This is an optimization exercise on Yosys and OpenROAD, whose aim is small area, a short achievable clock period and few clock cycles per item, not a production implementation. At most, simulation tests tie the RTL to the original design; equivalence was not proved. No functional check of the RTL was part of run 1.

<file path="flow/design.v">
`timescale 1ns / 1ps
module weight_matrix (
    input  wire [2:0] k,
    output reg  [7:0] neg,       
    output reg  [2:0] sel0, sel1, sel2, sel3
);
    always @(*) begin
        case (k)
            3'd0: begin sel0 = 3'd0; sel1 = 3'd0; sel2 = 3'd0; sel3 = 3'd0; neg = 8'b00000000; end
            3'd1: begin sel0 = 3'd1; sel1 = 3'd2; sel2 = 3'd3; sel3 = 3'd4; neg = 8'b11110000; end
            3'd2: begin sel0 = 3'd5; sel1 = 3'd6; sel2 = 3'd6; sel3 = 3'd5; neg = 8'b00111100; end
            3'd3: begin sel0 = 3'd2; sel1 = 3'd4; sel2 = 3'd1; sel3 = 3'd3; neg = 8'b10001110; end
            3'd4: begin sel0 = 3'd0; sel1 = 3'd0; sel2 = 3'd0; sel3 = 3'd0; neg = 8'b01100110; end
            3'd5: begin sel0 = 3'd3; sel1 = 3'd1; sel2 = 3'd4; sel3 = 3'd2; neg = 8'b10110010; end
            3'd6: begin sel0 = 3'd6; sel1 = 3'd5; sel2 = 3'd5; sel3 = 3'd6; neg = 8'b01011010; end
            default: begin sel0 = 3'd4; sel1 = 3'd3; sel2 = 3'd2; sel3 = 3'd1; neg = 8'b10101010; end
        endcase
    end
endmodule
`timescale 1ns / 1ps
module mac_unit #(
    parameter AW = 24
) (
    input clk,
    input rst,
    input in_v,
    input [2:0] k,
    input signed [15:0] x,
    output reg done,
    output [8*AW-1:0] acc_flat
);
    wire [7:0] neg;
    wire [2:0] sel0, sel1, sel2, sel3;
    weight_matrix wm (.k(k), .neg(neg), .sel0(sel0), .sel1(sel1), .sel2(sel2), .sel3(sel3));
    wire signed [23:0] X   = x;
    wire signed [23:0] x3  = X + (X <<< 1);
    wire signed [23:0] x5  = X + (X <<< 2);
    wire signed [23:0] x9  = X + (X <<< 3);
    wire signed [23:0] x45 = x5 + (x5 <<< 3);
    wire signed [23:0] m50  = (x3 <<< 4) + (X <<< 1);
    wire signed [23:0] m98  = (x3 <<< 5) + (X <<< 1);
    wire signed [23:0] m142 = (x9 <<< 4) - (X <<< 1);
    wire signed [23:0] m181 = (x45 <<< 2) + X;
    wire signed [23:0] m213 = m181 + (X <<< 5);
    wire signed [23:0] m236 = ((X <<< 6) - x5) <<< 2;
    wire signed [23:0] m251 = (X <<< 8) - x5;
    function signed [23:0] pick;
        input [2:0] s;
        begin
            case (s)
                3'd0: pick = m181;
                3'd1: pick = m251;
                3'd2: pick = m213;
                3'd3: pick = m142;
                3'd4: pick = m50;
                3'd5: pick = m236;
                default: pick = m98;
            endcase
        end
    endfunction
    reg signed [23:0] p0, p1, p2, p3;
    reg [7:0] neg1;
    reg clr1, last1, v1;
    always @(posedge clk) begin
        p0 <= pick(sel0);
        p1 <= pick(sel1);
        p2 <= pick(sel2);
        p3 <= pick(sel3);
        neg1  <= neg;
        clr1  <= (k == 3'd0);
        last1 <= (k == 3'd7);
    end
    always @(posedge clk or posedge rst) begin
        if (rst) begin
            v1   <= 1'b0;
            done <= 1'b0;
        end else begin
            v1   <= in_v;
            done <= v1 & last1;
        end
    end
    wire signed [23:0] pl [0:7];
    assign pl[0] = p0; assign pl[1] = p1; assign pl[2] = p2; assign pl[3] = p3;
    assign pl[4] = p3; assign pl[5] = p2; assign pl[6] = p1; assign pl[7] = p0;
    genvar g;
    generate
        for (g = 0; g < 8; g = g + 1) begin : lane
            reg signed [AW-1:0] acc;
            wire signed [AW-1:0] pe = pl[g];
            wire signed [AW-1:0] base = clr1 ? {AW{1'b0}} : acc;
            always @(posedge clk)
                acc <= neg1[g] ? base - pe : base + pe;
            assign acc_flat[AW*g +: AW] = acc;
        end
    endgenerate
endmodule
`timescale 1ns / 1ps
module row_buffer #(
    parameter W = 16
) (
    input clk,
    input write_enable,
    input [5:0] wr_index,
    input [W-1:0] data_in,
    input [5:0] rd_index,
    output [W-1:0] data_out
);
    reg [W-1:0] buffer [0:63];
    always @(posedge clk) begin
        if (write_enable)
            buffer[wr_index] <= data_in;
    end
    assign data_out = buffer[rd_index];
endmodule
`timescale 1ns / 1ps
module output_scaler (
    input signed [26:0] idct_value,
    output [7:0] pixel_out
);
    wire in_range = (idct_value[26:17] == {10{idct_value[17]}});
    assign pixel_out = in_range ? {~idct_value[17], idct_value[16:10]}
                                : {8{~idct_value[26]}};
endmodule
`timescale 1ns / 1ps
module idct_fsm (
    input clk,
    input rst,
    input start,
    output reg busy,
    output reg [5:0] cnt
);
    always @(posedge clk or posedge rst) begin
        if (rst) begin
            busy <= 1'b0;
            cnt  <= 6'd0;
        end else if (start) begin
            busy <= 1'b1;
            cnt  <= 6'd0;
        end else if (busy) begin
            cnt <= cnt + 6'd1;
            if (cnt == 6'd63) busy <= 1'b0;
        end
    end
endmodule
`timescale 1ns / 1ps
module idct_top (
    input clk,
    input rst,
    input in_valid,
    input signed [15:0] F_in,
    output in_ready,
    output reg [7:0] idct_out,
    output reg out_valid
);
    reg rdy, iv;
    reg signed [15:0] fd;
    reg [5:0] idx;                       
    assign in_ready = rdy;
    always @(posedge clk or posedge rst) begin
        if (rst) begin
            rdy <= 1'b0;
            iv  <= 1'b0;
            idx <= 6'd0;
        end else begin
            rdy <= 1'b1;
            iv  <= in_valid & rdy;
            if (iv) idx <= idx + 6'd1;
        end
    end
    always @(posedge clk) fd <= (in_valid & rdy) ? F_in : 16'sd0;
    wire rdone;
    wire [8*24-1:0] racc;
    mac_unit #(.AW(24)) row_mac (
        .clk(clk), .rst(rst), .in_v(iv), .k(idx[2:0]), .x(fd),
        .done(rdone), .acc_flat(racc)
    );
    reg [127:0] gsr;
    reg g_act, gwm;
    reg [2:0] gsc, gsu, rowc;
    integer i;
    always @(posedge clk) begin
        if (rdone) begin
            for (i = 0; i < 8; i = i + 1)
                gsr[16*i +: 16] <= racc[24*i + 8 +: 16];
        end else
            gsr <= gsr >> 16;
    end
    always @(posedge clk or posedge rst) begin
        if (rst) begin
            g_act <= 1'b0;
            gwm   <= 1'b0;
            gsc   <= 3'd0;
            gsu   <= 3'd0;
            rowc  <= 3'd0;
        end else begin
            if (g_act && gsc == 3'd7 && gsu == 3'd7) gwm <= ~gwm;
            if (rdone) begin
                g_act <= 1'b1;
                gsc   <= 3'd0;
                gsu   <= rowc;
                rowc  <= rowc + 3'd1;
            end else if (g_act) begin
                gsc <= gsc + 3'd1;
                if (gsc == 3'd7) g_act <= 1'b0;
            end
        end
    end
    wire r_act;
    wire [5:0] rc;
    reg grm;
    wire [15:0] gdata;
    idct_fsm rseq (.clk(clk), .rst(rst), .start(iv && idx == 6'd63), .busy(r_act), .cnt(rc));
    row_buffer #(.W(16)) gbuf (
        .clk(clk),
        .write_enable(g_act),
        .wr_index(gwm ? {gsc, gsu} : {gsu, gsc}),
        .data_in(gsr[15:0]),
        .rd_index(grm ? {rc[5:3], rc[2:0]} : {rc[2:0], rc[5:3]}),
        .data_out(gdata)
    );
    reg signed [15:0] gr;
    reg [2:0] gk;
    reg gv;
    always @(posedge clk or posedge rst) begin
        if (rst) begin
            grm <= 1'b0;
            gv  <= 1'b0;
        end else begin
            if (iv && idx == 6'd63) grm <= gwm;
            gv <= r_act;
        end
    end
    always @(posedge clk) begin
        gr <= gdata;
        gk <= rc[2:0];
    end
    wire cdone;
    wire [8*27-1:0] cacc;
    mac_unit #(.AW(27)) col_mac (
        .clk(clk), .rst(rst), .in_v(gv), .k(gk), .x(gr),
        .done(cdone), .acc_flat(cacc)
    );
    wire [63:0] pix;
    genvar g;
    generate
        for (g = 0; g < 8; g = g + 1) begin : sc
            output_scaler os (.idct_value(cacc[27*g +: 27]), .pixel_out(pix[8*g +: 8]));
        end
    endgenerate
    reg [63:0] psr;
    reg p_act, pwm;
    reg [2:0] psc, psy, colc;
    always @(posedge clk) begin
        if (cdone) psr <= pix;
        else       psr <= psr >> 8;
    end
    always @(posedge clk or posedge rst) begin
        if (rst) begin
            p_act <= 1'b0;
            pwm   <= 1'b0;
            psc   <= 3'd0;
            psy   <= 3'd0;
            colc  <= 3'd0;
        end else begin
            if (p_act && psc == 3'd7 && psy == 3'd7) pwm <= ~pwm;
            if (cdone) begin
                p_act <= 1'b1;
                psc   <= 3'd0;
                psy   <= colc;
                colc  <= colc + 3'd1;
            end else if (p_act) begin
                psc <= psc + 3'd1;
                if (psc == 3'd7) p_act <= 1'b0;
            end
        end
    end
    wire o_act;
    wire [5:0] oc;
    reg prm;
    wire [7:0] pdata;
    wire ostart = r_act && rc == 6'd60;
    idct_fsm oseq (.clk(clk), .rst(rst), .start(ostart), .busy(o_act), .cnt(oc));
    row_buffer #(.W(8)) pbuf (
        .clk(clk),
        .write_enable(p_act),
        .wr_index(pwm ? {psy, psc} : {psc, psy}),
        .data_in(psr[7:0]),
        .rd_index(prm ? {oc[2:0], oc[5:3]} : oc),
        .data_out(pdata)
    );
    always @(posedge clk or posedge rst) begin
        if (rst) begin
            prm       <= 1'b0;
            out_valid <= 1'b0;
        end else begin
            if (ostart) prm <= pwm;
            out_valid <= o_act;
        end
    end
    always @(posedge clk) idct_out <= pdata;
endmodule
</file>
<file path="flow/run.sh">
#!/bin/bash
# synth_recipe.tcl (not shown) runs the flow's synth.tcl, then flattens the netlist and writes it again
# the make line also repeats each setting of config.mk as NAME=value (left out here)
make -C /OpenROAD-flow-scripts/flow DESIGN_CONFIG=/design/flow/config.mk WORK_HOME=/design/flow/orfs CLKGATE_MAP_FILE= SYNTH_SCRIPT=/design/flow/synth_recipe.tcl finish
</file>
<file path="flow/config.mk">
export PLATFORM = sky130hd
export DESIGN_NAME = idct_top
export DESIGN_NICKNAME = idct_top
export VERILOG_FILES = /design/flow/design.v
export SDC_FILE = /design/flow/constraint.sdc
export NUM_CORES = 4
export LEC_CHECK = 0
export CAP_MARGIN = 20
export CORE_MARGIN = 2
export CORE_UTILIZATION = 40
export PLACE_DENSITY = 0.6
export SLEW_MARGIN = 20
</file>
<file path="flow/constraint.sdc">
create_clock -name core_clock -period 12.0 [get_ports {clk}]
set_input_delay 2.4000 -clock core_clock [delete_from_list [all_inputs] [get_ports {clk}]]
set_output_delay 2.4000 -clock core_clock [all_outputs]
set_load 0.01 [all_outputs]
</file>
==> results of run 1 <==
[layer usage]
layer	share of wire [%]	track usage (%)
met1	44	30.9
met2	46	36.5
met3	7.0	3.81
met4	3.7	7.76
met5	0.017	0
[area by class of cell]
type,count,area (um2)
antenna,6,15.0
clock inverter,139,1570
sequential,2441,64600
inverter,326,1220
clock buffer,354,7490
tap,4346,5440
timing repair buffer,232,1900
fill,29827,181000
multi-input combinational,8438,63900
[how the worst max path moves through the flow]
| stage | from | to | slack (ps) |
|---|---|---|---|
| 6_report | gr[2] | col_mac.p1[22] | 2880 |
| 3_5_place_dp | gr[2] | col_mac.p1[22] | 2940 |
| 2_1_floorplan | gr[1] | col_mac.p0[22] | 4330 |
| 5_1_grt | gr[2] | col_mac.p1[22] | 2150 |
| 4_1_cts | gr[2] | col_mac.p1[22] | 2910 |
| 3_3_place_gp | gr[2] | col_mac.p1[22] | 2850 |
[logic make-up after synthesis]
family | Yosys count | share of synthesized area, %
AO/OA/AOI/OAI | 2576 | 12.9
XOR/XNOR | 1022 | 6.86
adder cells (fa/ha/maj) | 794 | 7.71
buffers and inverters | 799 | 2.29
flip-flops | 2441 | 49.2
multiplexers | 594 | 8.40
other | 1 | 0.00286
AND/OR/NAND/NOR | 3451 | 12.7
[per-stage QoR]
| step | hold slack, ps | instances | cell area (um2) |
|---|---|---|---|
| CTS | 350 | 16274 | 146000 |
| finish | 348 | 16282 | 146000 |
| global placement | 334 | 15780 | 137000 |
| floorplan | 331 | 11678 | 131000 |
| detailed placement | 336 | 15781 | 137000 |
| global route | 370 | 16278 | 146000 |
[cell usage in the layout, fill, tap and decap left out, types with 240 or more instances in the layout]
cell type	n
edfxtp_1	1536
nor2_1	1134
dfxtp_1	824
xnor2_1	812
a21oi_1	803
ha_1	745
nand2_1	721
nor2b_1	482
o21ai_0	400
mux4_2	392
inv_1	317
clkbuf_16	280
nor3_1	240
[flip-flops by register name, summed over array words and instances (netlist names), 6 cells and up]
name,cells
col_mac.neg1,7
col_mac.p1,24
fd,16
psr,64
gr,16
oseq.cnt,6
idx,6
pbuf.buffer,512
col_mac.p2,24
rseq.cnt,6
col_mac.p3,24
idct_out,8
row_mac.p0,24
row_mac.p1,24
col_mac.p0,24
row_mac.lane.acc,192
col_mac.lane.acc,216
gbuf.buffer,1024
row_mac.p2,24
row_mac.neg1,7
gsr,128
row_mac.p3,24
[worst register-to-register path, delay by kind of cell, from the launching register on]
family	cells	cell delay (ps)
adder cells (fa/ha/maj)	5	1680
multiplexers	1	470
AND/OR/NAND/NOR	5	1030
AO/OA/AOI/OAI	14	3660
XOR/XNOR	4	1140
flip-flops	1	900
buffers and inverters	2	160
==> impl_results.md, run 1 <==
- Setup TNS: 0 ps
- Slowest CP cell: dfxtp_1
- CP arrival: 9880 ps
- Site row count: 210
- Final WS setup: 2880 ps
- Clk pin slew, worst setup/hold paths: about 60 ps
- First-pass GRT wire length: around 580000 um
- Crit path largest cell delay: ~900 ps
- R2r startpoint: gr[2]
- Most frequent cell after synthesis: edfxtp_1
- Max Buffers Root-to-Sink: 4
- Root buffer cell: clkbuf_16
- Initial Util: 40.1%
- Synth Flop Type: edfxtp_1
- Routed Antenna Nets: 0
- Post-layout min period: 9120 ps
- Sink Count: about 2400
- H-tree level count: 5
- Die height: 577 um
- Post-place setup slack: around 3000 ps
- Post-synth top area cell: edfxtp_1
- Sequential cell area fraction in the yosys report: between 40% and 50%
- Req. time, crit path: between 10000 and 15000 ps
- Vias: around 94000
- Placer Congestion: roughly 0.95
- Cell variety after synth: 103
- Post-Syn Area: roughly 0.13 mm2
- Yosys reg bits: 2441
- Core ar.: between 0.3 and 0.4 mm2
- Vias/cell: ~5.7
- Initial antenna violation count: 23
- Number of setup violations in the final report: 0
- Post-synth top cells: 1536 x edfxtp_1, 1144 x nor2_1, 853 x dfxtp_1
- CTS tree: built
- Flop2flop setup slack: between 2000 and 3000 ps
- Slew Limit Fails: 0
- Total die area: approximately 0.33 mm2
- Nets: 12506
- Crit Path Max Fanout: 20
- Post-synth ARST share: ~2.1%
- I/O pin count: 29
- DRT Pass-1 Iters: 6
- Startpoint Class: register
- Synthesized instance count: between 10000 and 15000
- Synth Net Count: 12472
- Worst Path Buf+Inv: 2
- GR Overflow Total: 0
- Routed length per instance: about 24 um
- RSZ-0062 raised after global routing: false
- Worst hold path depth: 0
- IO buf count: 28
- Hold Path Class: register to register
- Final hold vios: 0
- Tcrit/Tclk final: approximately three quarters
- Worst slew margin: around 17%
- Worst path top cell family by delay: compound AO/OA/AOI/OAI gates
- Share of cells above drive strength 1: 10.9%
- Synthesis warning total: 7
- Setup crit end kind: register
- F_max: between 100 and 150 MHz
- Inserted Clock Buffers: about 270
- Die Span X: 577 um
- Worst-Skew Late Latency: slightly above 900 ps
- EDFF count, synth: between 1500 and 2000
- DRC errors left: 0
- Skew final: a little over 60 ps
- Vias in the first global route: 92263
- FF-to-FF path depth: 31
- Initial DRC Count: 8130
- Final Core Density: 44.7%
- Worst Tran Pin Value: between 1000 and 1500 ps
- Crit. path cell count: 31
- Detailed Route WL: 387000 um
- Resized cells post-CTS: 0
- DP HPWL: 270000 um
- Mean Syn Cell Area: around 11 um2
- Cts hold-fix bufs: 0
- Post-CTS Setup Bufs: 0
- MaxCap Viol Count: 0
- Synth top area cells: edfxtp_1 35%, dfxtp_1 13%, ha_1 7.1%
- Status: complete, no violations
- Hold endpoint: col_mac.v1
- Largest net degree at the start of global routing: ~130
- Area growth syn-to-layout: 11.4%
- Post-synth top area share: a little over a third
- Total GRT Usage: 22.7%
- Worst hold start: gv
- RR Endpoint: col_mac.p1[22]
- Worst Setup Path Type: register to register
==> inputs of run 2 (changes only) <==
--- a/flow/design.v
+++ b/flow/design.v
@@ -34,7 +34,17 @@
     weight_matrix wm (.k(k), .neg(neg), .sel0(sel0), .sel1(sel1), .sel2(sel2), .sel3(sel3));
-    wire signed [23:0] X   = x;
-    wire signed [23:0] x3  = X + (X <<< 1);
-    wire signed [23:0] x5  = X + (X <<< 2);
-    wire signed [23:0] x9  = X + (X <<< 3);
-    wire signed [23:0] x45 = x5 + (x5 <<< 3);
+    reg signed [23:0] X, x3, x5, x9, x11, x13;
+    reg [2:0] sel0a, sel1a, sel2a, sel3a, ka;
+    reg [7:0] nega;
+    reg va;
+    always @(posedge clk) begin
+        X   <= x;
+        x3  <= x + (x <<< 1);
+        x5  <= x + (x <<< 2);
+        x9  <= x + (x <<< 3);
+        x11 <= x + (x <<< 1) + (x <<< 3);
+        x13 <= x + (x <<< 2) + (x <<< 3);
+        sel0a <= sel0; sel1a <= sel1; sel2a <= sel2; sel3a <= sel3;
+        nega  <= neg;
+        ka    <= k;
+    end
     wire signed [23:0] m50  = (x3 <<< 4) + (X <<< 1);
@@ -42,5 +52,5 @@
     wire signed [23:0] m142 = (x9 <<< 4) - (X <<< 1);
-    wire signed [23:0] m181 = (x45 <<< 2) + X;
-    wire signed [23:0] m213 = m181 + (X <<< 5);
-    wire signed [23:0] m236 = ((X <<< 6) - x5) <<< 2;
+    wire signed [23:0] m181 = (x11 <<< 4) + x5;
+    wire signed [23:0] m213 = (x13 <<< 4) + x5;
+    wire signed [23:0] m236 = (X <<< 8) - (x5 <<< 2);
     wire signed [23:0] m251 = (X <<< 8) - x5;
@@ -64,9 +74,9 @@
     always @(posedge clk) begin
-        p0 <= pick(sel0);
-        p1 <= pick(sel1);
-        p2 <= pick(sel2);
-        p3 <= pick(sel3);
-        neg1  <= neg;
-        clr1  <= (k == 3'd0);
-        last1 <= (k == 3'd7);
+        p0 <= pick(sel0a);
+        p1 <= pick(sel1a);
+        p2 <= pick(sel2a);
+        p3 <= pick(sel3a);
+        neg1  <= nega;
+        clr1  <= (ka == 3'd0);
+        last1 <= (ka == 3'd7);
     end
@@ -74,2 +84,3 @@
         if (rst) begin
+            va   <= 1'b0;
             v1   <= 1'b0;
@@ -77,3 +88,4 @@
         end else begin
-            v1   <= in_v;
+            va   <= in_v;
+            v1   <= va;
             done <= v1 & last1;
@@ -280,3 +292,3 @@
     wire [7:0] pdata;
-    wire ostart = r_act && rc == 6'd60;
+    wire ostart = r_act && rc == 6'd61;
     idct_fsm oseq (.clk(clk), .rst(rst), .start(ostart), .busy(o_act), .cnt(oc));
==> impl_results.md, run 2 <==
- Status: complete, no violations
- Resized cells post-CTS: 0 (unchanged)
- Core ar.: 0.349 mm2 (+6.7%)
- Post-synth top area cell: edfxtp_1
- Worst hold start: row_mac.nega[3]
- FF-to-FF path depth: 20 (-35%)
- Cell variety after synth: 105 (+1.9%)
- Die height: 595 um (+3.2%)
- Crit Path Max Fanout: 6 (-70%)
- Vias: 97088 (+3.7%)
- Most frequent cell after synthesis: edfxtp_1
- DRC errors left: 0 (unchanged)
- Largest registers: gbuf.buffer: 1024 flops, pbuf.buffer: 512 flops, col_mac.lane.acc: 216 flops
- Synthesized instance count: 12413 (+6.3%)
- Crit-path cells: inv_1 -> ha_1 -> nand2_1 -> nor3_1 -> nor3b_1 -> nand2_1 -> nor2_1 -> nor2_1 -> xnor2_1 -> ha_1 -> and3_1 -> nand4_1 -> or3_1 -> o21ai_0 -> nor4b_1 -> nor3_1 -> a41oi_1 -> a2111oi_0 -> a311oi_1 -> xnor2_1
- Vias/cell: 5.63 (-2.1%)
- Mux cell area share after synthesis: 9.27% (+0.87 points)
- RSZ-0062 raised after global routing: false
- I/O pin count: 29 (unchanged)
- Max Buffers Root-to-Sink: 4 (unchanged)
- Worst hold margin: 322 ps (-25.5 ps)
- Site row count: 217 (+3.3%)
- Total GRT Usage: 20.9% (-1.8 points)
- Cts hold-fix bufs: 0 (unchanged)
- EDFF count, synth: 1536 (unchanged)
- Post-CTS Setup Bufs: 0 (unchanged)
- Post-synth ARST share: 2.02% (-0.11 points)
- Routed Antenna Nets: 0 (unchanged)
- GR Overflow Total: 0 (unchanged)
- Placer Congestion: 0.943 (-0.49%)
- MaxCap Viol Count: 0 (unchanged)
- Setup crit end kind: register
- Yosys reg bits: 2675 (+9.6%)
- Post-Syn Area: 0.140 mm2 (+6.6%)
- Hold endpoint: row_mac.neg1[3]
- Hold Path Class: register to register
- R2r startpoint: col_mac.p1[0]
- Inserted Clock Buffers: 295 (+8.1%)
- Nets: 13240 (+5.9%)
- CP startpoint: col_mac.p1[0]
- Total die area: 0.354 mm2 (+6.6%)
- Final WS setup: 6560 ps (+3680 ps)
- Routed length per instance: 22.1 um (-6.9%)
- Worst slew margin: 26.7% (+9.5 points)
- Worst hold path depth: 0 (unchanged)
- Adder-cell share of the synthesized area: 7.48% (-0.23 points)
- Area growth syn-to-layout: 11.1%
- Flop2flop setup slack: 6560 ps (+3680 ps)
- DP HPWL: 260000 um (-3.6%)
- Synth Area in Compound Gates: 12.8% (-0.039 points)
- Vias in the first global route: 93898 (+1.8%)
- Synth Flop Type: edfxtp_1
- Root buffer cell: clkbuf_16
- Tcrit/Tclk final: 45.4% (-31 points)
- Initial DRC Count: 9171 (+13%)
- Largest net degree at the start of global routing: 98 (-26%)
- Fill count: 32193 (+7.9%)
- Startpoint Class: register
- Worst Setup Path Type: register to register
- H-tree level count: 5 (unchanged)
- Most frequent cells in the layout: 1536 x edfxtp_1, 1121 x nor2_1, 1042 x dfxtp_1
- Post-synth top area share: 33.0% (-2.2 points)
- Share of cells above drive strength 1: 11.1% (+0.16 points)
- Clk pin slew, worst setup/hold paths: 60 ps (about the same)
- First-pass GRT wire length: 575000 um (-0.69%)
- Slowest CP cell: a2111oi_0
- Sink Count: 2675 (+9.6%)
- Post-layout min period: 5440 ps (-3680 ps)
- Number of setup violations in the final report: 0 (unchanged)
- Mean Syn Cell Area: 11.3 um2 (+0.33%)
- Synth Net Count: 13248 (+6.2%)
- Crit path largest cell delay: 600 ps (-300 ps)
- F_max: 184 MHz (+68%)
- Slew Limit Fails: 0 (unchanged)
- Worst-Skew Late Latency: 920 ps (about the same)
- CTS tree: built
- Req. time, crit path: 12730 ps (-30 ps)
- Worst Tran Pin Value: 1100 ps (-142 ps)
- Sequential cell area fraction in the yosys report: 49.5% (+0.29 points)
- Skew final: 90.9 ps (+29.0 ps)
- Post-place setup slack: 6580 ps (+3640 ps)
- Die Span X: 595 um (+3.2%)
- Largest family of logic cells by synthesized area: compound AO/OA/AOI/OAI gates
- Largest Register: gbuf.buffer
- Post-synth top cells: 1536 x edfxtp_1, 1121 x nor2_1, 1085 x dfxtp_1
- Most common library cell in the layout ignoring fill and taps: edfxtp_1
- Initial Util: 40.1% (about the same)
- RR Endpoint: col_mac.lane[6].acc[26]
- IO buf count: 28 (unchanged)
- CP arrival: 6170 ps (-3710 ps)
- Synthesis warning total: 7 (unchanged)
- Simple-gate share of the synthesized area: 12.0% (-0.73 points)
- Xor and xnor area share after synthesis: 6.62% (-0.24 points)
- DRT Pass-1 Iters: 6 (unchanged)
- Register area: 0.0693 mm2 (+7.3%)
- Initial antenna violation count: 22 (-4.3%)
- Synth top area cells: edfxtp_1 33%, dfxtp_1 16%, mux4_2 7.1%
- Multi-input gate area: 0.0676 mm2 (+5.8%)
- Detailed Route WL: 381000 um (-1.4%)
- Setup TNS: 0 ps (unchanged)
- Max reg flops: 1024 (unchanged)
- Final hold vios: 0 (unchanged)
==> run 2: per-layer routing <==
metal	share of wire, %	global-route usage, %	vias to the layer above
met5	0.016	0	-
met1	44	29.0	47310
li1	-	-	45971
met4	4.1	8.17	8
met2	45	33.2	3117
met3	6.3	2.71	682
==> run 2: worst max path at each step <==
stage	endpoint	slack, ps	cells past startpoint
4_1_cts	col_mac.lane[6].acc[26]	6530	14
3_5_place_dp	col_mac.lane[6].acc[26]	6580	14
6_report	col_mac.lane[6].acc[26]	6560	20
3_3_place_gp	col_mac.lane[6].acc[26]	6620	20
2_1_floorplan	col_mac.lane[6].acc[26]	7600	20
5_1_grt	col_mac.lane[6].acc[26]	6030	20
==> run 2: kinds of logic after synthesis <==
family          count (synthesis)
compound gates               2811
xor+xnor                     1057
fa+ha+maj                     816
buf+inv                       860
flops                        2675
mux                           723
other cells                     1
simple gates                 3470
==> run 2: final cells by class <==
type	count	area share, %
Sequential cell	2675	44.6
Clock inverter	155	1.08
Clock buffer	385	5.18
Timing Repair Buffer	219	1.16
Antenna cell	12	0.0193
Multi-Input combinational cell	8878	43.5
Inverter	336	0.812
Tap cell	4599	3.70
==> run 2: critical path: cells and delay by family (launching register included) <==
kind,cells,cell delay (ps)
AOI/OAI and AO/OA,4,1310
xor gates and xnor gates,2,340
adders and majority gates,2,550
buffers and inverters,1,80
DFF,1,360
and+or+nand+nor,11,2690
==> run 2: metrics by stage <==
stage | cells | utilization [%] | cell area (um2)
floorplan | 12413 | - | 140000
global placement | 16701 | 41.8 | 146000
detailed placement | 16704 | 41.8 | 146000
CTS | 17244 | 44.6 | 155000
global route | 17249 | 44.6 | 155000
finish | 17259 | 44.6 | 155000
Testbench counts of run 2, summed over its fixed seeds: cycles 7,168, blocks 96.
==> inputs of run 3 (changes only) <==
--- a/flow/design.v
+++ b/flow/design.v
@@ -101,5 +101,5 @@
             wire signed [AW-1:0] pe = pl[g];
-            wire signed [AW-1:0] base = clr1 ? {AW{1'b0}} : acc;
+            wire signed [AW-1:0] pn = pe ^ {AW{neg1[g]}};
             always @(posedge clk)
-                acc <= neg1[g] ? base - pe : base + pe;
+                acc <= clr1 ? pe : acc + pn + neg1[g];
             assign acc_flat[AW*g +: AW] = acc;
@@ -135,2 +135,24 @@
 endmodule
+module perm_stage #(
+    parameter W = 8,
+    parameter A = 3,
+    parameter B = 0
+) (
+    input clk,
+    input [5:0] pos,
+    input [W-1:0] din,
+    output [W-1:0] dout
+);
+    localparam L = (1 << A) - (1 << B);
+    reg [W-1:0] dl [0:L-1];
+    wire s = pos[A] & ~pos[B];
+    wire [W-1:0] tail = dl[L-1];
+    integer i;
+    assign dout = s ? din : tail;
+    always @(posedge clk) begin
+        dl[0] <= s ? tail : din;
+        for (i = 1; i < L; i = i + 1)
+            dl[i] <= dl[i-1];
+    end
+endmodule
 `timescale 1ns / 1ps
@@ -166,6 +188,12 @@
 );
-    reg rdy, iv;
+    reg rdy, iv, t63;
     reg signed [15:0] fd;
-    reg [5:0] idx;                       
+    reg [2:0] idx;                       
+    reg [5:0] cnt;
+    reg [6:0] age;
     assign in_ready = rdy;
+    wire take = in_valid & rdy;
+    wire [5:0] cnt_n = take ? cnt + 6'd1 : cnt;
+    wire [6:0] age_n = (take && cnt == 6'd63) ? 7'd1 : (age == 7'd127 ? age : age + 7'd1);
+    wire last_ok = (age_n == 7'd64) || (age_n >= 7'd114);
     always @(posedge clk or posedge rst) begin
@@ -174,10 +202,17 @@
             iv  <= 1'b0;
-            idx <= 6'd0;
+            t63 <= 1'b0;
+            cnt <= 6'd0;
+            age <= 7'd127;
         end else begin
-            rdy <= 1'b1;
-            iv  <= in_valid & rdy;
-            if (iv) idx <= idx + 6'd1;
+            rdy <= ~(cnt_n == 6'd63 && !last_ok);
+            iv  <= take;
+            t63 <= take && cnt == 6'd63;
+            cnt <= cnt_n;
+            age <= age_n;
         end
     end
-    always @(posedge clk) fd <= (in_valid & rdy) ? F_in : 16'sd0;
+    always @(posedge clk) begin
+        fd  <= take ? F_in : 16'sd0;
+        idx <= cnt[2:0];
+    end
     wire rdone;
@@ -185,3 +220,3 @@
     mac_unit #(.AW(24)) row_mac (
-        .clk(clk), .rst(rst), .in_v(iv), .k(idx[2:0]), .x(fd),
+        .clk(clk), .rst(rst), .in_v(iv), .k(idx), .x(fd),
         .done(rdone), .acc_flat(racc)
@@ -223,3 +258,3 @@
     wire [15:0] gdata;
-    idct_fsm rseq (.clk(clk), .rst(rst), .start(iv && idx == 6'd63), .busy(r_act), .cnt(rc));
+    idct_fsm rseq (.clk(clk), .rst(rst), .start(t63), .busy(r_act), .cnt(rc));
     row_buffer #(.W(16)) gbuf (
@@ -240,3 +275,3 @@
         end else begin
-            if (iv && idx == 6'd63) grm <= gwm;
+            if (t63) grm <= gwm;
             gv <= r_act;
@@ -262,4 +297,3 @@
     reg [63:0] psr;
-    reg p_act, pwm;
-    reg [2:0] psc, psy, colc;
+    reg [2:0] colc;
     always @(posedge clk) begin
@@ -268,42 +302,24 @@
     end
+    reg [5:0] pc;
+    reg pend, o_act;
+    wire load0 = cdone && colc == 3'd0;
+    wire [5:0] pc2 = pc - 6'd7;
+    wire [5:0] pc3 = pc - 6'd21;
+    wire [7:0] q1, q2, q3;
+    perm_stage #(.W(8), .A(3), .B(0)) ps1 (.clk(clk), .pos(pc),  .din(psr[7:0]), .dout(q1));
+    perm_stage #(.W(8), .A(4), .B(1)) ps2 (.clk(clk), .pos(pc2), .din(q1),       .dout(q2));
+    perm_stage #(.W(8), .A(5), .B(2)) ps3 (.clk(clk), .pos(pc3), .din(q2),       .dout(q3));
     always @(posedge clk or posedge rst) begin
         if (rst) begin
-            p_act <= 1'b0;
-            pwm   <= 1'b0;
-            psc   <= 3'd0;
-            psy   <= 3'd0;
-            colc  <= 3'd0;
-        end else begin
-            if (p_act && psc == 3'd7 && psy == 3'd7) pwm <= ~pwm;
-            if (cdone) begin
-                p_act <= 1'b1;
-                psc   <= 3'd0;
-                psy   <= colc;
-                colc  <= colc + 3'd1;
-            end else if (p_act) begin
-                psc <= psc + 3'd1;
-                if (psc == 3'd7) p_act <= 1'b0;
-            end
-        end
-    end
-    wire o_act;
-    wire [5:0] oc;
-    reg prm;
-    wire [7:0] pdata;
-    wire ostart = r_act && rc == 6'd61;
-    idct_fsm oseq (.clk(clk), .rst(rst), .start(ostart), .busy(o_act), .cnt(oc));
-    row_buffer #(.W(8)) pbuf (
-        .clk(clk),
-        .write_enable(p_act),
-        .wr_index(pwm ? {psy, psc} : {psc, psy}),
-        .data_in(psr[7:0]),
-        .rd_index(prm ? {oc[2:0], oc[5:3]} : oc),
-        .data_out(pdata)
-    );
-    always @(posedge clk or posedge rst) begin
-        if (rst) begin
-            prm       <= 1'b0;
+            colc      <= 3'd0;
+            pc        <= 6'd0;
+            pend      <= 1'b0;
+            o_act     <= 1'b0;
             out_valid <= 1'b0;
         end else begin
-            if (ostart) prm <= pwm;
+            if (cdone) colc <= colc + 3'd1;
+            pc <= load0 ? 6'd0 : pc + 6'd1;
+            if (pc == 6'd48) o_act <= pend;
+            if (load0) pend <= 1'b1;
+            else if (pc == 6'd48) pend <= 1'b0;
             out_valid <= o_act;
@@ -311,3 +327,3 @@
     end
-    always @(posedge clk) idct_out <= pdata;
+    always @(posedge clk) idct_out <= q3;
 endmodule
==> impl_results.md, run 3 <==
- Status: complete, no violations
- MaxCap Viol Count: 0 (unchanged)
- DRT Pass-1 Iters: 7 (+1)
- Clk pin slew, worst setup/hold paths: 60 ps (about the same)
- Root buffer cell: clkbuf_16
- Vias in the first global route: 92960 (-1.0%)
- Die height: 571 um (-4.1%)
- Vias/cell: 5.78 (+2.7%)
- Site row count: 208 (-4.1%)
- Inserted Clock Buffers: 290 (-1.7%)
- Total GRT Usage: 22.5% (+1.6 points)
- Max reg flops: 1024 (unchanged)
- Initial antenna violation count: 18 (-18%)
- Setup TNS: 0 ps (unchanged)
- GR Overflow Total: 0 (unchanged)
- Sequential cell area fraction in the yosys report: 48.0% (-1.5 points)
- Post-synth top area cell: edfxtp_1
- Initial Util: 40.1% (about the same)
- Post-synth ARST share: 2.11% (+0.092 points)
- Synth Net Count: 12730 (-3.9%)
- Worst-Skew Late Latency: 930 ps (about the same)
- Detailed Route WL: 377000 um (-1.2%)
- Resized cells post-CTS: 0 (unchanged)
- Area growth syn-to-layout: 11.6%
- Post-Syn Area: 0.129 mm2 (-8.1%)
- DP HPWL: 263000 um (+1.4%)
- Cell variety after synth: 112 (+6.7%)
- Slew Limit Fails: 0 (unchanged)
- Crit Path Max Fanout: 11 (+5)
- Crit-path cells: ha_1 -> inv_1 -> fa_1 -> nor2b_1 -> o21ai_0 -> a21boi_0 -> o21ai_0 -> a21boi_0 -> nor2_1 -> ha_1 -> inv_1 -> o21bai_1 -> a21oi_1 -> o21ai_0 -> a211o_1 -> a2111oi_0 -> or3_1 -> o311ai_0
- Synth Flop Type: dfxtp_1
- Most Frequent Cell on Critical Path: o21ai_0
- Cts hold-fix bufs: 0 (unchanged)
- Largest Register: gbuf.buffer
- Placer Congestion: 0.964 (+2.3%)
- EDFF count, synth: 1024 (-33%)
- Routed length per instance: 22.9 um (+3.7%)
- Number of setup violations in the final report: 0 (unchanged)
- DRC errors left: 0 (unchanged)
- Vias: 94933 (-2.2%)
- Synthesized instance count: 11920 (-4.0%)
- Synth top area cells: edfxtp_1 24%, dfxtp_1 23%, ha_1 7.4%
- Final hold vios: 0 (unchanged)
- Die Span X: 571 um (-4.1%)
- Hold Path Class: register to register
- Worst slew margin: 17.6% (-9.1 points)
- Setup crit end kind: register
- Initial DRC Count: 8801 (-4.0%)
- Tcrit/Tclk final: 41.5% (-3.8 points)
- Post-synth top area share: 23.9% (-9.1 points)
- First-pass GRT wire length: 567000 um (-1.4%)
- CTS tree: built
- Crit path largest cell delay: 680 ps (+80 ps)
- Post-route insts no fill: 16434 (-4.8%)
- Worst Tran Pin Value: 1220 ps (+127 ps)
- Synthesis warning total: 12 (+5)
- Nets: 12702 (-4.1%)
- Total die area: 0.326 mm2 (-8.0%)
- Startpoint Class: register
- CP arrival: 5730 ps (-440 ps)
- Most frequent cells in the layout: 1448 x dfxtp_1, 1024 x edfxtp_1, 904 x nand2_1
- Routed Antenna Nets: 0 (unchanged)
- Sink Count: 2558 (-4.4%)
- Yosys reg bits: 2558 (-4.4%)
- Req. time, crit path: 12750 ps (+20 ps)
- Skew final: 90.8 ps (-0.0901 ps)
- RSZ-0062 raised after global routing: false
- Largest registers: gbuf.buffer: 1024 flops, ps3.dl: 224 flops, col_mac.lane.acc: 216 flops
- Most frequent cell after synthesis: dfxtp_1
- Post-synth top cells: 1480 x dfxtp_1, 1024 x edfxtp_1, 904 x nand2_1
- Post-CTS Setup Bufs: 0 (unchanged)
- Max Buffers Root-to-Sink: 4 (unchanged)
- IO buf count: 28 (unchanged)
- Dpl cells: 15904 (-4.8%)
- I/O pin count: 29 (unchanged)
- F_max: 201 MHz (+9.2%)
- Share of cells above drive strength 1: 11.0% (-0.074 points)
- Mean Syn Cell Area: 10.8 um2 (-4.3%)
- Core ar.: 0.321 mm2 (-8.0%)
- Largest net degree at the start of global routing: 179 (+83%)
- Post-layout min period: 4980 ps (-460 ps)
- Slowest CP cell: dfxtp_1
- Worst Setup Path Type: register to register
- H-tree level count: 5 (unchanged)
- Most common library cell in the layout ignoring fill and taps: dfxtp_1
## run 3: final timing paths
check	startpoint	end	slack (ps)	cells after the start
hold / removal	ps3.dl[19][6]	ps3.dl[20][6]	320	0
min in group asynchronous	rst	pc[3]	1890	2
hold reg to reg	ps3.dl[19][6]	ps3.dl[20][6]	320	0
setup / recovery	gr[1]	col_mac.x11[17]	7020	18
setup reg to reg	gr[1]	col_mac.x11[17]	7020	18
max in group asynchronous	rst	row_mac.done	8920	3
## run 3: layer usage
metal	part of all wire, %	routed length (um)	vias up	track usage [%]
li1	-	-	44383	-
met1	44	164000	46566	30.3
met3	6.5	24500	700	3.29
met2	45	171000	3276	36.1
met4	4.5	16900	8	9.51
met5	0.013	49	-	0
## run 3: kinds of logic (layout without fill, tap and decap cells)
group / count (synthesis) / in the layout / share of synthesized area [%]
AOI/OAI and AO/OA: 3277 / 3277 / 16.4
and+or+nand+nor: 2821 / 2821 / 10.3
DFF: 2558 / 2558 / 48.0
xor gates and xnor gates: 964 / 964 / 6.56
buffers and inverters: 860 / 1063 / 2.57
adders and majority gates: 791 / 791 / 7.89
muxes: 649 / 649 / 8.31
other: 0 / 6 / 0
## run 3: critical path: cells and delay by family, from the launching register on
kind / cells / cell delay (ps)
compound gates: 10 / 2490
fa+ha+maj: 3 / 1050
buf+inv: 2 / 140
flops: 1 / 680
simple gates: 3 / 500
## run 3: final cells by class
type | count | area (um2)
Fill cell | 29734 | 177000
Multi-Input combinational cell | 8502 | 63700
Sequential cell | 2558 | 61800
Clock buffer | 394 | 8210
Tap cell | 4305 | 5390
Timing Repair Buffer | 197 | 1630
Clock inverter | 129 | 1500
Inverter | 343 | 1290
Antenna cell | 6 | 15.0
## run 3: metrics by stage
stage          utilization [%]  setup WS, ps  area [um2]  hold slack (ps)
3_3_place_gp              41.7          6830      134000              310
5_1_grt                   44.8          6660      144000              316
3_5_place_dp              41.7          6780      134000              312
4_1_cts                   44.8          7050      143000              314
2_1_floorplan                -          8010      129000              310
6_report                  44.8          7020      144000              317
Testbench counts of run 3, summed over its fixed seeds: cycles 7,160, blocks 96.
==> inputs of run 4 (changes only) <==
--- a/flow/design.v
+++ b/flow/design.v
@@ -197,3 +197,4 @@
     wire [6:0] age_n = (take && cnt == 6'd63) ? 7'd1 : (age == 7'd127 ? age : age + 7'd1);
-    wire last_ok = (age_n == 7'd64) || (age_n >= 7'd114);
+    wire next_last = take ? (cnt == 6'd62) : (cnt == 6'd63);
+    wire last_ok = (age == 7'd63) || (age >= 7'd113);
     always @(posedge clk or posedge rst) begin
@@ -206,3 +207,3 @@
         end else begin
-            rdy <= ~(cnt_n == 6'd63 && !last_ok);
+            rdy <= ~(next_last && !last_ok);
             iv  <= take;
==> impl_results.md, run 4 <==
- Nets: 12245 (-3.6%)
- Detailed Route WL: 359000 um (-4.6%)
- Most common library cell in the layout ignoring fill and taps: dfxtp_1
- Startpoint Class: register
- Setup crit end kind: register
- Yosys reg bits: 2558 (unchanged)
- Number of setup violations in the final report: 0 (unchanged)
- Vias: 89966 (-5.2%)
- DP HPWL: 248000 um (-5.9%)
- CTS tree: built
- Clk pin slew, worst setup/hold paths: 60 ps (about the same)
- Crit Path Max Fanout: 83 (+72)
- H-tree level count: 5 (unchanged)
- Worst Tran Pin Value: 1260 ps (+38.2 ps)
- Largest net degree at the start of global routing: 203 (+13%)
- Worst hold margin: 302 ps (-14.7 ps)
- Worst Setup Path Type: register to register
- FF-to-FF path depth: 9 (-9)
- Mean Syn Cell Area: 11.0 um2 (+1.6%)
- DRC errors left: 0 (unchanged)
- Post-place setup slack: 6890 ps (+110 ps)
- Slew Limit Fails: 0 (unchanged)
- Most frequent cell after synthesis: dfxtp_1
- Cts hold-fix bufs: 0 (unchanged)
- Post-synth ARST share: 2.11% (unchanged)
- RSZ-0062 raised after global routing: false
- Largest Register: gbuf.buffer
- IO buf count: 28 (unchanged)
- Final Core Density: 44.8% (+0.085 points)
- Root buffer cell: clkbuf_16
- Most frequent cells in the layout: 1444 x dfxtp_1, 1024 x edfxtp_1, 867 x o21ai_0
- Site row count: 205 (-1.4%)
- CP arrival: 5870 ps (+140 ps)
- Area growth syn-to-layout: 11.6% (about the same)
- Tcrit/Tclk final: 42.8% (+1.2 points)
- Fill count: 28736 (-3.4%)
- Vias/cell: 5.69 (-1.5%)
- Post-synth top area cell: edfxtp_1
- Share of cells above drive strength 1: 10.9% (-0.10 points)
- I/O pin count: 29 (unchanged)
- Total die area: 0.318 mm2 (-2.5%)
- Final WS setup: 6870 ps (-147 ps)
- F_max: 195 MHz (-2.9%)
- Die height: 564 um (-1.3%)
- Req. time, crit path: 12740 ps (about the same)
- Synthesized instance count: 11434 (-4.1%)
- Sink Count: 2558 (unchanged)
- Post-synth top area share: 24.5% (+0.62 points)
- Resized cells post-CTS: 0 (unchanged)
- Status: complete, no violations
- Synth Flop Type: dfxtp_1
- Synth top area cells: edfxtp_1 25%, dfxtp_1 24%, ha_1 7.6%
- Post-layout min period: 5130 ps (+147 ps)
- First-pass GRT wire length: 541000 um (-4.6%)
- R2r startpoint: grm
- RR Endpoint: gr[8]
- Synthesis warning total: 12 (unchanged)
- Die Span X: 564 um (-1.3%)
- Sequential cell area fraction in the yosys report: 49.3% (+1.2 points)
- MaxCap Viol Count: 0 (unchanged)
- Worst-Skew Late Latency: 920 ps (about the same)
- Post-synth top cells: 1480 x dfxtp_1, 1024 x edfxtp_1, 867 x o21ai_0
- Skew final: 83.4 ps (-7.36 ps)
- Total GRT Usage: 22.0% (-0.48 points)
- Initial Util: 40.2% (+0.077 points)
- Worst slew margin: 15.6% (-2.0 points)
- Cell variety after synth: 109 (-2.7%)
- Post-CTS Setup Bufs: 0 (unchanged)
- Placer Congestion: 0.975 (+1.2%)
- Hold Path Class: register to register
- Final hold vios: 0 (unchanged)
- Largest registers: gbuf.buffer: 1024 flops, ps3.dl: 224 flops, col_mac.lane.acc: 216 flops
- Worst hold path depth: 0 (unchanged)
- EDFF count, synth: 1024 (unchanged)
- Max Buffers Root-to-Sink: 4 (unchanged)
- Core ar.: 0.312 mm2 (-2.7%)
- Flop2flop setup slack: 6870 ps (-150 ps)
- Routed Antenna Nets: 0 (unchanged)
- Worst hold start: ps1.dl[0][5]
- Synth Net Count: 12246 (-3.8%)
- DRT Pass-1 Iters: 7 (unchanged)
- Inserted Clock Buffers: 284 (-2.1%)
- Initial DRC Count: 8294 (-5.8%)
- Vias in the first global route: 88180 (-5.1%)
- Routed length per instance: 22.7 um (-0.80%)
- GR Overflow Total: 0 (unchanged)
- Post-Syn Area: 0.125 mm2 (-2.5%)
- Max reg flops: 1024 (unchanged)
- Initial antenna violation count: 15 (-3)
- Setup TNS: 0 ps (unchanged)
- Hold endpoint: ps1.dl[1][5]
run 4: cell types whose count changed after synthesis, moves of 31 or more:
| cell | previous run | this run |
|---|---|---|
| and3_1 | 121 | 66 |
| o211ai_1 | 87 | 48 |
| mux2_2 | 212 | 173 |
| xnor2_1 | 371 | 439 |
| nand3_1 | 182 | 106 |
| nand2_1 | 904 | 861 |
| nor3_1 | 200 | 142 |
| o31ai_1 | 95 | 58 |
| nand2b_1 | 102 | 133 |
run 4: worst max path at each step:
stage / from / endpoint / slack [ps] / depth (start not counted)
floorplan: gr[1] / col_mac.x11[17] / 7970 / 17
global placement: grm / gr[5] / 6930 / 9
detailed placement: grm / gr[5] / 6890 / 9
CTS: grm / gr[5] / 6830 / 9
global route: grm / gr[5] / 6590 / 9
finish: grm / gr[8] / 6870 / 9
run 4: cell families after synthesis:
logic type      Yosys count  share of synthesized area [%]
compound gates         3165                           15.9
xor+xnor               1061                           7.43
fa+ha+maj               793                           8.12
buf+inv                 803                           2.50
flops                  2558                           49.3
mux                     579                           7.73
simple gates           2475                           9.06
run 4: per-layer routing:
metal	share of wire (%)	up-vias	wire length [um]	track usage, %
met1	44	44115	158000	29.9
met5	0.025	-	89	0
met3	6.9	636	24700	3.78
met4	4.2	8	15100	8.69
met2	45	3035	161000	34.8
li1	-	42172	-	-
run 4: worst max-delay path, stage by stage, from the launching register on:
cell      delay [ps]
dfrtp_1          800
mux2i_4          370
buf_12           550
buf_4            840
mux4_2           580
and2_1           160
a211oi_1         220
a31oi_1          170
a211oi_1        1040
a21oi_1           80
run 4: per-stage QoR:
stage	std cells	cell area, um2
after floorplan	11434	125000
after global placement	15286	130000
after detailed placement	15286	130000
after CTS	15799	140000
after global routing	15802	140000
final	15808	140000
run 4: area by class of cell:
type | instances | area (um2) | share of cell area, %
diodes | 8 | 20.0 | 0.0143
clock buffers | 367 | 7830 | 5.60
clock inverters | 146 | 1640 | 1.17
inverters | 312 | 1170 | 0.838
multi-input cells | 8073 | 60600 | 43.3
flip-flops and latches | 2558 | 61800 | 44.2
well taps | 4140 | 5180 | 3.70
repair buffers | 204 | 1650 | 1.18
Testbench counts of run 4, summed over its fixed seeds: cycles 7,160, blocks 96.
==> inputs of run 5 (changes only) <==
--- a/flow/config.mk
+++ b/flow/config.mk
@@ -9,4 +9,6 @@
 export CORE_MARGIN = 2
-export CORE_UTILIZATION = 40
-export PLACE_DENSITY = 0.6
+export CORE_UTILIZATION = 55
+export CTS_CLUSTER_DIAMETER = 60
+export CTS_CLUSTER_SIZE = 24
+export PLACE_DENSITY = 0.75
 export SLEW_MARGIN = 20
==> impl_results.md, run 5 <==
- Status: complete, no violations
- Post-CTS Setup Bufs: 0 (unchanged)
- F_max: 208 MHz (+6.6%)
- Total GRT Usage: 29.2% (+7.2 points)
- Routed length per instance: 23.9 um (+5.1%)
- Met2 Resource Use GR: 46.1% (+11 points)
- DRT Pass-1 Iters: 7 (unchanged)
- Initial Util: 55.2% (+15 points)
- Root buffer cell: clkbuf_16
- Max Buffers Root-to-Sink: 3 (-1)
- M1 GR Usage: 40.2% (+10 points)
- Die height: 481 um (-15%)
- Final hold vios: 0 (unchanged)
- Sequential cell area fraction in the yosys report: 49.3% (unchanged)
- IO buf count: 28 (unchanged)
- Most frequent cells in the layout: 1445 x dfxtp_1, 1024 x edfxtp_1, 867 x o21ai_0
- Largest Register: gbuf.buffer
- Area growth syn-to-layout: 7.84%
- Setup crit end kind: register
- Mean Syn Cell Area: 11.0 um2 (unchanged)
- DRC errors left: 0 (unchanged)
- H-tree level count: 4 (-1)
- Clk pin slew, worst setup/hold paths: 90 ps (+30 ps)
- Resized cells post-CTS: 0 (unchanged)
- Number of setup violations in the final report: 0 (unchanged)
- Register area: 0.0618 mm2 (about the same)
- Skew final: 70.8 ps (-12.6 ps)
- Initial DRC Count: 10059 (+21%)
- I/O pin count: 29 (unchanged)
- Worst hold margin: 306 ps (+3.60 ps)
- Post-synth top cells: 1480 x dfxtp_1, 1024 x edfxtp_1, 867 x o21ai_0
- Synthesis warning total: 12 (unchanged)
- Largest net degree at the start of global routing: 245 (+21%)
- Site row count: 175 (-15%)
- Worst-Skew Late Latency: 880 ps (-40 ps)
- Final Core Density: 59.5% (+15 points)
- Worst Setup Path Type: register to register
- Post-layout min period: 4810 ps (-316 ps)
- Initial antenna violation count: 13 (-2)
- Placer Congestion: 1.00 (+2.7%)
- Synth Net Count: 12246 (unchanged)
- Largest registers: gbuf.buffer: 1024 flops, ps3.dl: 224 flops, col_mac.lane.acc: 216 flops
- Most common library cell in the layout ignoring fill and taps: dfxtp_1
- Worst slew margin: 17.8% (+2.2 points)
- Inserted Clock Buffers: 174 (-39%)
- Req. time, crit path: 12800 ps (+60 ps)
- Post-synth ARST share: 2.11% (unchanged)
- Startpoint Class: register
- DP HPWL: 242000 um (-2.5%)
- Slew Limit Fails: 0 (unchanged)
- Synth Flop Type: dfxtp_1
- Synthesized instance count: 11434 (unchanged)
- Die Span X: 481 um (-15%)
- Cell variety after synth: 109 (unchanged)
- GR Overflow Total: 0 (unchanged)
- Vias/cell: 6.26 (+9.9%)
- Setup TNS: 0 ps (unchanged)
- First-pass GRT wire length: 523000 um (-3.2%)
- Vias: 90348 (+0.42%)
- Core ar.: 0.227 mm2 (-27%)
- CP arrival: 5620 ps (-250 ps)
- MaxCap Viol Count: 0 (unchanged)
- Post-Syn Area: 0.125 mm2 (unchanged)
- Max reg flops: 1024 (unchanged)
- Hold Path Class: register to register
- Share of cells above drive strength 1: 9.62% (-1.3 points)
- Multi-input gate area: 0.0607 mm2 (+0.15%)
- Tcrit/Tclk final: 40.1% (-2.6 points)
- EDFF count, synth: 1024 (unchanged)
- Nets: 12110 (-1.1%)
- Most crowded layer after global routing: met2
- Total die area: 0.232 mm2 (-27%)
- Crit Path Max Fanout: 156 (+88%)
- CTS tree: built
- Fill count: 17844 (-38%)
- Sink Count: 2558 (unchanged)
- Met3 Use GR: 4.49% (+0.70 points)
- Synth top area cells: edfxtp_1 25%, dfxtp_1 24%, ha_1 7.6%
- Detailed Route WL: 345000 um (-4.0%)
- Most frequent cell after synthesis: dfxtp_1
- Post-synth top area cell: edfxtp_1
- Post-synth top area share: 24.5% (unchanged)
- Yosys reg bits: 2558 (unchanged)
- Cts hold-fix bufs: 0 (unchanged)
- RSZ-0062 raised after global routing: false
- Routed Antenna Nets: 0 (unchanged)
- Vias in the first global route: 87089 (-1.2%)
- Worst Tran Pin Value: 1220 ps (-41.0 ps)
[run 5: cell counts after synthesis]
Identical to the previous run, type by type.
[run 5: per-layer routing]
layer	wire, um	part of all wire (%)
met5	48	0.014
met4	16500	4.8
met2	155000	45
met3	28900	8.4
met1	144000	42
[run 5: final timing paths]
path | from | end | slack (ps) | cells after the start
max | grm | gr[12] | 7190 | 9
min | ps3.dl[17][3] | ps3.dl[18][3] | 310 | 0
max reg2reg | grm | gr[12] | 7190 | 9
min reg2reg | ps3.dl[17][3] | ps3.dl[18][3] | 310 | 0
max in group asynchronous | rst | row_mac.done | 9070 | 3
min in group asynchronous | rst | rseq.cnt[1] | 2140 | 3
[run 5: critical path, stage by stage, from the launching register on]
cell and delay (ps):
dfrtp_1 840, mux2i_4 330, buf_4 650, buf_12 650, mux4_2 350, and2_1 140
a211oi_1 70, a311oi_1 990, a21oi_1 300, a21oi_1 250
[run 5: cells by family (layout without fill, tap and decap cells)]
kind of cell,count (synthesis),count (layout),share of synthesized area [%]
fa+ha+maj,793,793,8.12
mux,579,579,7.73
other cells,0,5,0
flops,2558,2558,49.3
simple gates,2475,2475,9.06
compound gates,3165,3165,15.9
buf+inv,803,798,2.50
xor+xnor,1061,1061,7.43
[run 5: final cells by class]
class	instances	area share [%]
sequential	2558	45.7
multi-input combinational	8073	44.9
clock buffer	190	3.27
tap	3009	2.79
clock inverter	117	1.36
timing repair buffer	179	1.09
inverter	312	0.866
antenna	5	0.00926
[run 5: through the flow]
stage               area (um2)  setup WS [ps]  std cells
floorplan               125000           7970      11434
global placement        129000           7180      14130
detailed placement      129000           7240      14131
CTS                     135000           7240      14438
global route            135000           6980      14440
finish                  135000           7190      14443
==> inputs of run 6 (changes only) <==
--- a/flow/config.mk
+++ b/flow/config.mk
@@ -9,6 +9,6 @@
 export CORE_MARGIN = 2
-export CORE_UTILIZATION = 55
+export CORE_UTILIZATION = 65
 export CTS_CLUSTER_DIAMETER = 60
-export CTS_CLUSTER_SIZE = 24
-export PLACE_DENSITY = 0.75
+export CTS_CLUSTER_SIZE = 30
+export PLACE_DENSITY = 0.85
 export SLEW_MARGIN = 20
==> impl_results.md, run 6 <==
- MaxCap Viol Count: 0 (unchanged)
- Simple-gate share of the synthesized area: 9.06% (unchanged)
- Synth top area cells: edfxtp_1 25%, dfxtp_1 24%, ha_1 7.6%
- Clk pin slew, worst setup/hold paths: 110 ps (+20 ps)
- Cts hold-fix bufs: 0 (unchanged)
- Die height: 443 um (-7.9%)
- Sink Count: 2558 (unchanged)
- Post-synth ARST share: 2.11% (unchanged)
- Worst slew margin: 19.3% (+1.5 points)
- Multi-input gate area: 0.0607 mm2 (about the same)
- Crit Path Max Fanout: 90 (-42%)
- Mux cell area share after synthesis: 7.73% (unchanged)
- Total GRT Usage: 36.2% (+7.0 points)
- DP Area: 0.128 mm2 (-0.53%)
- Post-synth top cells: 1480 x dfxtp_1, 1024 x edfxtp_1, 867 x o21ai_0
- Synth Flop Type: dfxtp_1
- DRT Pass-1 Iters: 11 (+4)
- Synth Area in Compound Gates: 15.9% (unchanged)
- Routed length per instance: 26.1 um (+9.2%)
- Detailed Route WL: 363000 um (+5.3%)
- Fill count: 13130 (-26%)
- CTS tree: built
- DRC errors left: 0 (unchanged)
- Yosys reg bits: 2558 (unchanged)
- Root buffer cell: clkbuf_16
- EDFF count, synth: 1024 (unchanged)
- CP arrival: 5990 ps (+370 ps)
- Most frequent cell after synthesis: dfxtp_1
- Nets: 12085 (-0.21%)
- GR Overflow Total: 0 (unchanged)
- Tcrit/Tclk final: 43.7% (+3.6 points)
- Hold Path Class: register to register
- H-tree level count: 4 (unchanged)
- Post-synth top area share: 24.5% (unchanged)
- Initial Util: 65.2% (+10 points)
- Core ar.: 0.192 mm2 (-15%)
- First-pass GRT wire length: 546000 um (+4.4%)
- DP HPWL: 245000 um (+1.5%)
- Site row count: 161 (-8.0%)
- Cell variety after synth: 109 (unchanged)
- Number of setup violations in the final report: 0 (unchanged)
- Post-Syn Area: 0.125 mm2 (unchanged)
- Xor and xnor area share after synthesis: 7.43% (unchanged)
- Largest family of logic cells by synthesized area: compound AO/OA/AOI/OAI gates
- RSZ-0062 raised after global routing: false
- Largest Register: gbuf.buffer
- Initial antenna violation count: 24 (+11)
- Max Buffers Root-to-Sink: 3 (unchanged)
- Skew final: 65.5 ps (-5.32 ps)
- Post-CTS Setup Bufs: 0 (unchanged)
- Final hold vios: 0 (unchanged)
- Setup crit end kind: register
- Die Span X: 443 um (-7.9%)
- Sequential cell area fraction in the yosys report: 49.3% (unchanged)
- Slew Limit Fails: 0 (unchanged)
- Fin area: 0.134 mm2 (-0.91%)
- Total die area: 0.196 mm2 (-15%)
- Post-layout min period: 5240 ps (+429 ps)
- I/O pin count: 29 (unchanged)
- F_max: 191 MHz (-8.2%)
- Most frequent cells in the layout: 1446 x dfxtp_1, 1024 x edfxtp_1, 867 x o21ai_0
- Vias: 92874 (+2.8%)
- Vias/cell: 6.66 (+6.5%)
- Max reg flops: 1024 (unchanged)
- Initial DRC Count: 11236 (+12%)
- Largest net degree at the start of global routing: 197 (-20%)
- Mean Syn Cell Area: 11.0 um2 (unchanged)
- Resized cells post-CTS: 0 (unchanged)
- Vias in the first global route: 91207 (+4.7%)
- Routed Antenna Nets: 0 (unchanged)
- Adder-cell share of the synthesized area: 8.12% (unchanged)
- Synthesis warning total: 12 (unchanged)
- Synth Net Count: 12246 (unchanged)
- Startpoint Class: register
- Status: complete, no violations
- Req. time, crit path: 12740 ps (-60 ps)
- Share of cells above drive strength 1: 9.34% (-0.28 points)
- Post-synth top area cell: edfxtp_1
- Area growth syn-to-layout: 6.85%
- Setup TNS: 0 ps (unchanged)
- Synthesized instance count: 11434 (unchanged)
- Placer Congestion: 1.05 (+4.8%)
- IO buf count: 28 (unchanged)
- Worst-Skew Late Latency: 890 ps (about the same)
- Worst Setup Path Type: register to register
- Worst Tran Pin Value: 1200 ps (-19.8 ps)
- Largest registers: gbuf.buffer: 1024 flops, ps3.dl: 224 flops, col_mac.lane.acc: 216 flops
- Most common library cell in the layout ignoring fill and taps: dfxtp_1
- Register area: 0.0618 mm2 (about the same)
- Inserted Clock Buffers: 151 (-13%)
## run 6: cell counts after synthesis
No cell type changed its count.
## run 6: path summary, 6_finish.rpt
path | startpoint | end | slack [ps] | cells after the start
min reg2reg | ps3.dl[12][2] | ps3.dl[13][2] | 310 | 0
min in group asynchronous | rst | pc[0] | 2170 | 3
max in group asynchronous | rst | row_mac.done | 9030 | 3
max reg2reg | grm | gr[3] | 6760 | 8
max | grm | gr[3] | 6760 | 8
min | ps3.dl[12][2] | ps3.dl[13][2] | 310 | 0
## run 6: worst max-delay path, stage by stage (launching register included)
cell	delay (ps)
dfrtp_1	840
mux2i_4	980
buf_12	560
mux4_2	580
and2_1	180
a211oi_1	670
a31oi_1	100
a21oi_1	910
a21oi_1	190
## run 6: kinds of logic (layout without fill, tap and decap cells)
kind of cell	count (synthesis)	in the layout
fa+ha+maj	793	793
buf+inv	803	764
xor+xnor	1061	1061
mux	579	579
simple gates	2475	2475
flops	2558	2558
other cells	0	14
compound gates	3165	3165
## run 6: area by class of cell
type	count	share of cell area [%]
antenna	14	0.0262
multi-input combinational	8073	45.3
timing repair buffer	177	1.12
tap	2526	2.36
sequential	2558	46.2
clock buffer	168	2.95
inverter	312	0.874
clock inverter	107	1.22
## run 6: per-stage QoR
stage,hold WS [ps],utilization (%),cells,setup WS (ps)
after floorplan,310,-,11434,7970
after detailed placement,312,66.7,13643,6870
after CTS,314,69.6,13918,6700
after global routing,321,69.7,13925,6560
final,312,69.7,13935,6760
after global placement,310,66.7,13641,7000
## run 6: per-layer routing
metal | share of wire, % | routed length [um] | GRT usage (%)
met4 | 7.0 | 25600 | 21.8
met1 | 37 | 136000 | 45.8
met3 | 9.7 | 35400 | 6.79
met2 | 46 | 166000 | 58.1
met5 | 0.0074 | 27 | 0

-- what the ideal ports hide --
How much do the figures lean on ideal ports? The routed layouts below were timed once more, with nothing changed but the port constraints.
Step 1 (the two cells are an assumption about what drives the block):
set clk [get_ports {clk}]
set_driving_cell -lib_cell sky130_fd_sc_hd__clkbuf_16 $clk
set_driving_cell -lib_cell sky130_fd_sc_hd__buf_2 [delete_from_list [all_inputs] $clk]
Step 2 moves the port delays by t, midway between the first and last clock arrival at a register: inputs arrive t later, outputs are due t later. That takes back most of the time a late clock gives input paths.
Slacks: ideal / step 1 / step 2; pairs: ideal / step 1.
| run | t (ns) | setup WS [ns] | worst register clock-pin slew, ns |
|---|---|---|---|
| run 1 | 0.985 | 2.878 / 2.878 / 2.878 | 0.07 / 0.07 |
| run 2 | 0.987 | 6.557 / 6.557 / 6.557 | 0.07 / 0.07 |
| run 3 | 0.982 | 7.017 / 7.017 / 6.795 | 0.08 / 0.08 |
| run 4 | 0.965 | 6.870 / 6.870 / 6.870 | 0.07 / 0.07 |
| run 5 | 0.933 | 7.186 / 7.186 / 7.186 | 0.10 / 0.10 |
| run 6 | 0.962 | 6.757 / 6.757 / 6.757 | 0.11 / 0.11 |
After both steps setup and hold are still met in every run listed. The setup slack of run 3, which loses most, moves by 0.000 ns with the drivers and by -0.222 ns with both steps.
